Source: an optimization exercise on an open RTL-to-GDS flow (aim: small area and a short achievable clock period). Production flows keep margins and buffers that such runs may drop.
Function was checked by simulation only, so behaviour that the tests miss may differ from the original.

## design/flow/config.mk

```make
export PLATFORM = sky130hd
export DESIGN_NAME = fdiv_stream
export DESIGN_NICKNAME = fdiv_stream
export VERILOG_FILES = /design/flow/design.v
export SDC_FILE = /design/flow/constraint.sdc
export NUM_CORES = 4
export LEC_CHECK = 0
export CAP_MARGIN = 20
export CORE_MARGIN = 2
export CORE_UTILIZATION = 40
export SLEW_MARGIN = 20
```

## design/flow/run.sh

```bash
#!/bin/bash
# synth_recipe.tcl (not shown) runs the flow's synth.tcl, then flattens the netlist and writes it again
# the make line also repeats each setting of config.mk as NAME=value (left out here)
make -C /OpenROAD-flow-scripts/flow DESIGN_CONFIG=/design/flow/config.mk WORK_HOME=/design/flow/orfs CLKGATE_MAP_FILE= SYNTH_SCRIPT=/design/flow/synth_recipe.tcl finish
```

## design/flow/design.v

```verilog
`default_nettype none
module fdiv_norm (
  input  wire [31:0] x1,
  input  wire [31:0] x2,
  output wire        s,     
  output wire        z,     
  output wire [22:0] a,     
  output wire [22:0] b,     
  output wire signed [5:0] g,  
  output wire [ 8:0] e      
);
  wire [7:0] e1 = x1[30:23];
  wire [7:0] e2 = x2[30:23];
  wire [23:0] m1 = {|e1, x1[22:0]};
  wire [23:0] m2 = {|e2, x2[22:0]};
  function automatic [4:0] lzc24(input [23:0] m);
    integer i;
    begin
      lzc24 = 5'd24;
      for (i = 0; i < 24; i = i + 1)
        if (m[i]) lzc24 = 5'd23 - i[4:0];
    end
  endfunction
  wire [4:0] lz1 = lzc24(m1);
  wire [4:0] lz2 = lzc24(m2);
  wire [23:0] a1 = m1 << lz1;
  wire [23:0] b1 = m2 << lz2;
  assign s = x1[31] ^ x2[31];
  assign z = ~(|m1) | ~(|m2);
  assign a = a1[22:0];
  assign b = b1[22:0];
  assign g = {1'b0, lz2} - {1'b0, lz1};
  assign e = {1'b0, e1} - {1'b0, e2} + (z ? 9'd103 : 9'd126 + {{3{g[5]}}, g});
endmodule
module fdiv_row (
  input  wire [23:0] r,     
  input  wire        bin,   
  input  wire [22:0] b,     
  output wire [23:0] r_o,
  output wire        q_o
);
  wire [24:0] t = {r, bin};
  wire [25:0] d = {1'b0, t} - {2'b01, b};
  assign q_o = ~d[25];
  assign r_o = q_o ? d[23:0] : t[23:0];
endmodule
module fdiv_post (
  input  wire [24:0] p,
  input  wire [23:0] rem,
  input  wire [22:0] b,
  input  wire signed [5:0] g,
  input  wire [ 8:0] e,
  input  wire        z,
  input  wire        s,
  output wire [31:0] y
);
  wire [23:0] bf  = {1'b1, b};
  wire        neg = g[5];
  wire [4:0]  sh  = neg ? 5'd0 - g[4:0] : 5'd0;
  wire [4:0]  n   = g[4:0] + 5'd1;
  wire [23:0] bs  = bf >> n;
  wire [23:0] dr  = bf - rem;
  wire        c   = ~neg & (dr <= bs);
  wire [24:0] inc = neg ? (25'd1 << (sh - 5'd1)) : {24'd0, c};
  wire [25:0] v   = {1'b0, p} + {1'b0, inc};
  wire [25:0] vm  = v & ~((26'd1 << sh) - 26'd1);
  wire [1:0]  ea  = v[25] ? 2'd2 : v[24] ? 2'd1 : 2'd0;
  wire [22:0] m   = v[25] ? vm[24:2] : v[24] ? vm[23:1] : vm[22:0];
  wire [8:0]  ec  = e + (z ? 9'd0 : {7'd0, ea});
  wire        inf = (ec == 9'd255);
  wire        dnm = ec[8] | (ec == 9'd0);
  assign y = {s, dnm ? 8'd0 : inf ? 8'd255 : ec[7:0], (inf | dnm | z) ? 23'd0 : m};
endmodule
`default_nettype wire
module fdiv_stream (
    input wire clk,
    input wire rstn,
    input wire in_valid,
    input wire [31:0] in_x1,
    input wire [31:0] in_x2,
    output reg out_valid,
    output reg [31:0] out_y );
    reg v_q;
    reg [31:0] x1_q;
    reg [31:0] x2_q;
    always @(posedge clk) begin
        if (~rstn) v_q <= 1'b0; else v_q <= in_valid;
        x1_q <= in_x1;
        x2_q <= in_x2;
    end
    wire        n_s;
    wire        n_z;
    wire [22:0] n_a;    
    wire [22:0] n_b;    
    wire signed [5:0] n_g;   
    wire [8:0]  n_e;    
    fdiv_norm norm0 (.x1(x1_q), .x2(x2_q), .s(n_s), .z(n_z), .a(n_a), .b(n_b), .g(n_g), .e(n_e));
    wire [23:0] r24_r; wire r24_q;
    fdiv_row r24 (.r({2'b01, n_a[22:1]}), .bin(n_a[0]), .b(n_b), .r_o(r24_r), .q_o(r24_q));
    wire [23:0] r23_r; wire r23_q;
    fdiv_row r23 (.r(r24_r), .bin(1'b0), .b(n_b), .r_o(r23_r), .q_o(r23_q));
    wire [23:0] r22_r; wire r22_q;
    fdiv_row r22 (.r(r23_r), .bin(1'b0), .b(n_b), .r_o(r22_r), .q_o(r22_q));
    wire [23:0] r21_r; wire r21_q;
    fdiv_row r21 (.r(r22_r), .bin(1'b0), .b(n_b), .r_o(r21_r), .q_o(r21_q));
    wire [23:0] r20_r; wire r20_q;
    fdiv_row r20 (.r(r21_r), .bin(1'b0), .b(n_b), .r_o(r20_r), .q_o(r20_q));
    wire [23:0] r19_r; wire r19_q;
    fdiv_row r19 (.r(r20_r), .bin(1'b0), .b(n_b), .r_o(r19_r), .q_o(r19_q));
    reg v_1, s_1, z_1;
    reg [22:0] b_1;
    reg signed [5:0] g_1;
    reg [8:0] e_1;
    reg [23:0] r_1;
    reg [5:0] q_1;
    always @(posedge clk) begin
        if (~rstn) v_1 <= 1'b0; else v_1 <= v_q;
        s_1 <= n_s;
        z_1 <= n_z;
        b_1 <= n_b;
        g_1 <= n_g;
        e_1 <= n_e;
        r_1 <= r19_r;
        q_1 <= {{{{{r24_q, r23_q}, r22_q}, r21_q}, r20_q}, r19_q};
    end
    wire [23:0] r18_r; wire r18_q;
    fdiv_row r18 (.r(r_1), .bin(1'b0), .b(b_1), .r_o(r18_r), .q_o(r18_q));
    wire [23:0] r17_r; wire r17_q;
    fdiv_row r17 (.r(r18_r), .bin(1'b0), .b(b_1), .r_o(r17_r), .q_o(r17_q));
    wire [23:0] r16_r; wire r16_q;
    fdiv_row r16 (.r(r17_r), .bin(1'b0), .b(b_1), .r_o(r16_r), .q_o(r16_q));
    wire [23:0] r15_r; wire r15_q;
    fdiv_row r15 (.r(r16_r), .bin(1'b0), .b(b_1), .r_o(r15_r), .q_o(r15_q));
    wire [23:0] r14_r; wire r14_q;
    fdiv_row r14 (.r(r15_r), .bin(1'b0), .b(b_1), .r_o(r14_r), .q_o(r14_q));
    wire [23:0] r13_r; wire r13_q;
    fdiv_row r13 (.r(r14_r), .bin(1'b0), .b(b_1), .r_o(r13_r), .q_o(r13_q));
    wire [23:0] r12_r; wire r12_q;
    fdiv_row r12 (.r(r13_r), .bin(1'b0), .b(b_1), .r_o(r12_r), .q_o(r12_q));
    reg v_2, s_2, z_2;
    reg [22:0] b_2;
    reg signed [5:0] g_2;
    reg [8:0] e_2;
    reg [23:0] r_2;
    reg [12:0] q_2;
    always @(posedge clk) begin
        if (~rstn) v_2 <= 1'b0; else v_2 <= v_1;
        s_2 <= s_1;
        z_2 <= z_1;
        b_2 <= b_1;
        g_2 <= g_1;
        e_2 <= e_1;
        r_2 <= r12_r;
        q_2 <= {{{{{{{q_1, r18_q}, r17_q}, r16_q}, r15_q}, r14_q}, r13_q}, r12_q};
    end
    wire [23:0] r11_r; wire r11_q;
    fdiv_row r11 (.r(r_2), .bin(1'b0), .b(b_2), .r_o(r11_r), .q_o(r11_q));
    wire [23:0] r10_r; wire r10_q;
    fdiv_row r10 (.r(r11_r), .bin(1'b0), .b(b_2), .r_o(r10_r), .q_o(r10_q));
    wire [23:0] r9_r; wire r9_q;
    fdiv_row r9 (.r(r10_r), .bin(1'b0), .b(b_2), .r_o(r9_r), .q_o(r9_q));
    wire [23:0] r8_r; wire r8_q;
    fdiv_row r8 (.r(r9_r), .bin(1'b0), .b(b_2), .r_o(r8_r), .q_o(r8_q));
    wire [23:0] r7_r; wire r7_q;
    fdiv_row r7 (.r(r8_r), .bin(1'b0), .b(b_2), .r_o(r7_r), .q_o(r7_q));
    wire [23:0] r6_r; wire r6_q;
    fdiv_row r6 (.r(r7_r), .bin(1'b0), .b(b_2), .r_o(r6_r), .q_o(r6_q));
    wire [23:0] r5_r; wire r5_q;
    fdiv_row r5 (.r(r6_r), .bin(1'b0), .b(b_2), .r_o(r5_r), .q_o(r5_q));
    reg v_3, s_3, z_3;
    reg [22:0] b_3;
    reg signed [5:0] g_3;
    reg [8:0] e_3;
    reg [23:0] r_3;
    reg [19:0] q_3;
    always @(posedge clk) begin
        if (~rstn) v_3 <= 1'b0; else v_3 <= v_2;
        s_3 <= s_2;
        z_3 <= z_2;
        b_3 <= b_2;
        g_3 <= g_2;
        e_3 <= e_2;
        r_3 <= r5_r;
        q_3 <= {{{{{{{q_2, r11_q}, r10_q}, r9_q}, r8_q}, r7_q}, r6_q}, r5_q};
    end
    wire [23:0] r4_r; wire r4_q;
    fdiv_row r4 (.r(r_3), .bin(1'b0), .b(b_3), .r_o(r4_r), .q_o(r4_q));
    wire [23:0] r3_r; wire r3_q;
    fdiv_row r3 (.r(r4_r), .bin(1'b0), .b(b_3), .r_o(r3_r), .q_o(r3_q));
    wire [23:0] r2_r; wire r2_q;
    fdiv_row r2 (.r(r3_r), .bin(1'b0), .b(b_3), .r_o(r2_r), .q_o(r2_q));
    wire [23:0] r1_r; wire r1_q;
    fdiv_row r1 (.r(r2_r), .bin(1'b0), .b(b_3), .r_o(r1_r), .q_o(r1_q));
    wire [23:0] r0_r; wire r0_q;
    fdiv_row r0 (.r(r1_r), .bin(1'b0), .b(b_3), .r_o(r0_r), .q_o(r0_q));
    wire [31:0] y;
    fdiv_post post0 (.p({{{{{q_3, r4_q}, r3_q}, r2_q}, r1_q}, r0_q}), .rem(r0_r), .b(b_3), .g(g_3), .e(e_3), .z(z_3), .s(s_3), .y(y));
    always @(posedge clk) begin
        if (~rstn) out_valid <= 1'b0; else out_valid <= v_3;
        out_y <= y;
    end
endmodule
```

## design/flow/constraint.sdc

```tcl
create_clock -name core_clock -period 170.0 [get_ports {clk}]
set_input_delay 34.0000 -clock core_clock [delete_from_list [all_inputs] [get_ports {clk}]]
set_output_delay 34.0000 -clock core_clock [all_outputs]
set_load 0.01 [all_outputs]
```

==> results.txt <==
DR DRC count: 0
hold path depth: 0
Syn Nets: 6802
Core ar.: 0.118 mm²
clk slew on worst S/H paths: 70 ps
min-delay worst type: flop to flop
CP max FO: 1
CP delay by family, top: buffers and inverters
drt total wl: 135000 µm
root buf cell: clkbuf_16
async set-or-reset flop fraction in the synthesized netlist: 0%
Synth Flop Type: dfxtp_1
CP bufs+invs: 1
cts bufs inserted: 39
reg2reg path depth: 125
largest net degree at the start of global routing: 39
Area Overhead vs Synth: 8.29%
R2R Path Start: b_3[1]$_DFF_P_
Slew @ Worst Pin: 1130 ps
hpwl dp: 108000 µm
GRT Util Overall: 21.7%
Crit. Startpoint: out_y[6]$_SDFF_PP0_
total grt overflow: 0
nets@finish: 6836
Netlist Area Pre-Place: 0.0473 mm²
setup TNS: 0 ps
non-filler cells, final: 7674
synthesized area per cell: 7.79 µm²
critical path class: flop to output port
Syn. warnings: 2
Worst R2R Setup Slack: 140030 ps
routability congestion estimate: 0.915
Port Buffers: 99
Fin. Hold Viols: 0
# hold bufs at CTS: 0
Syn Inst Count: 6075
# setup viols final: 0
hold_sp: q_1[1]$_DFF_P_
commonest non-fill, non-tap cell in the layout: ha_1
DIE WIDTH: 348 µm
Worst path slowest cell: clkdlybuf4s50_1
Slew Viols, Final: 0
RSZ-0062 raised after global routing: no
routed vias: 43580
first-pass GRT wire length: 217000 µm
commonest non-fill, non-tap cells in the layout: ha_1 (643), nor2_1 (556), a21oi_1 (499)
TritonRoute pass-1 iters: 6
Fmax: 28.2 MHz
Post-synth EDFFs: 0
postcts setup bufs: 0
Setup crit start kind: flop
worst-path cell chain: clkdlybuf4s50_1
status: timing/DRC/antenna clean
uppermost routed layer: met4
I/O pins: 100
total placed cells including tap cells: 7604
Max stage delay on crit path: 530 ps
Clock Skew: 49.2 ps
ANT nets after route: 0
PostCTS Resize Cnt: 0
number of antenna violations at the first check in global routing: 6
DR iter-0 viols: 2754
DR vias/cell: 5.68
Critical Path AT: 1470 ps
Crit path required time: 136000 ps
Clk Latency, worst-skew pair: 630 ps
Crit path depth: 1
Die Area: 0.121 mm²
distinct cell type count after synthesis: 112
Die Y: 348 µm
Fill cells: 11823
crit path time final: 35470 ps
share of cells above drive strength 1: 8.86%
max-cap viol count: 0
Final Worst Setup Slack: 134530 ps
met1 wire length: 62800 µm
Tcrit/Tclk final: 20.9%
routed wl met2: 63500 µm
Hold EP: q_2[8]$_DFF_P_
dpl ws: 135160 ps
WL met3: 4830 µm
TritonCTS Sinks: 332
Clock Tree Buf Depth: 3
Max transition margin: 25.0%
Initial Util: 40.2%
# rows: 126
Seq/Total Area, Yosys: 14.0%
FF-to-FF End: out_y[22]$_SDFF_PP0_
flops & latches, synth: 332
H-tree levels: 2
routed len/inst: 17.6 µm
CTS tree: built
crit path capture type: output port
vias in the first global route: 41427
-- kinds of logic after synthesis --
kind of cell / after synthesis / synth area share [%]
adders and majority gates: 660 / 17.7
muxes: 471 / 11.3
and+or+nand+nor: 1856 / 18.5
DFF: 332 / 14.0
AOI/OAI and AO/OA: 1774 / 24.8
other: 1 / 0.00792
xor gates and xnor gates: 532 / 9.85
buffers and inverters: 449 / 3.76
-- cells in the mapped netlist (115+ instances only) --
library cell	n	share of area, %
a21o_1	217	3.4
o21a_1	115	1.8
mux2i_1	148	3.1
ha_1	643	17
mux2_2	273	6.5
nand3_1	125	1.3
nand2_1	489	3.9
o21ai_0	323	3.4
xnor2_1	358	6.6
nor2_1	556	4.4
xor2_1	174	3.2
dfxtp_1	332	14
a21oi_1	499	5.3
inv_1	289	2.3
nor3_1	170	1.8
-- per-layer routing --
layer / vias to the layer above / GRT usage [%]
met5: - / 0
met4: 0 / 6.26
met3: 167 / 1.69
met2: 843 / 38.0
met1: 20301 / 28.4
li1: 22269 / -
-- state kept, by name, indices dropped and copies added (netlist names), 6 cells and up --
register  count
x1_q         32
g_3           6
g_1           6
b_3          23
e_3           9
b_2          23
r_3          24
r_2          24
e_1           9
x2_q         32
b_1          23
g_2           6
q_3          20
q_1           6
q_2          13
out_y        32
e_2           9
r_1          24
-- through the flow --
step	hold WS (ps)	cell area [µm²]	util [%]
after floorplan	310	47300	-
after global placement	310	50000	42.4
after detailed placement	312	50000	42.4
after CTS	312	51200	43.5
after global routing	316	51200	43.5
final	304	51200	43.5
-- worst max path at each step --
stage | slack (ps) | end
final | 134530 | out_y[6]
after global placement | 135160 | out_y[10]
after detailed placement | 135160 | out_y[11]
after global routing | 134470 | out_y[1]
after CTS | 134490 | out_y[6]
after floorplan | 135670 | out_valid
-- final cells by class --
class,instances,area (µm²),area share (%)
tap,1536,1920,3.75
clock buffer,45,1030,2.01
clock inverter,24,256,0.500
timing repair buffer,139,1290,2.52
inverter,303,1140,2.22
antenna,1,2.50,0.00488
multi-input combinational,5294,39000,76.0
sequential,332,6650,13.0

afterwards: timing with drivers on the ports:
In the flow no input, the clock included, has a driving cell. The finished layout below was timed again as built, in two steps. Step 1 (the two cells are an assumption about what drives the block):
set clk [get_ports {clk}]
set_driving_cell -lib_cell sky130_fd_sc_hd__clkbuf_16 $clk
set_driving_cell -lib_cell sky130_fd_sc_hd__buf_2 [delete_from_list [all_inputs] $clk]
Step 2 adds t to the input delays and takes it off the output delays; t is the mean of the earliest and latest rising clock arrival at the registers after step 1. Input paths then give back, and output paths get back, about the clock's delay inside the block. Slacks: no drivers / after step 1 / after step 2; pairs: no drivers / after step 1.
t (ns): 0.670
setup WS [ns]: 134.529 / 134.458 / 135.129
cell pins on the clock port's net: 1
After both steps setup and hold are still met in this run. The setup slack of this run moves by -0.071 ns with the drivers and by +0.600 ns with both steps.
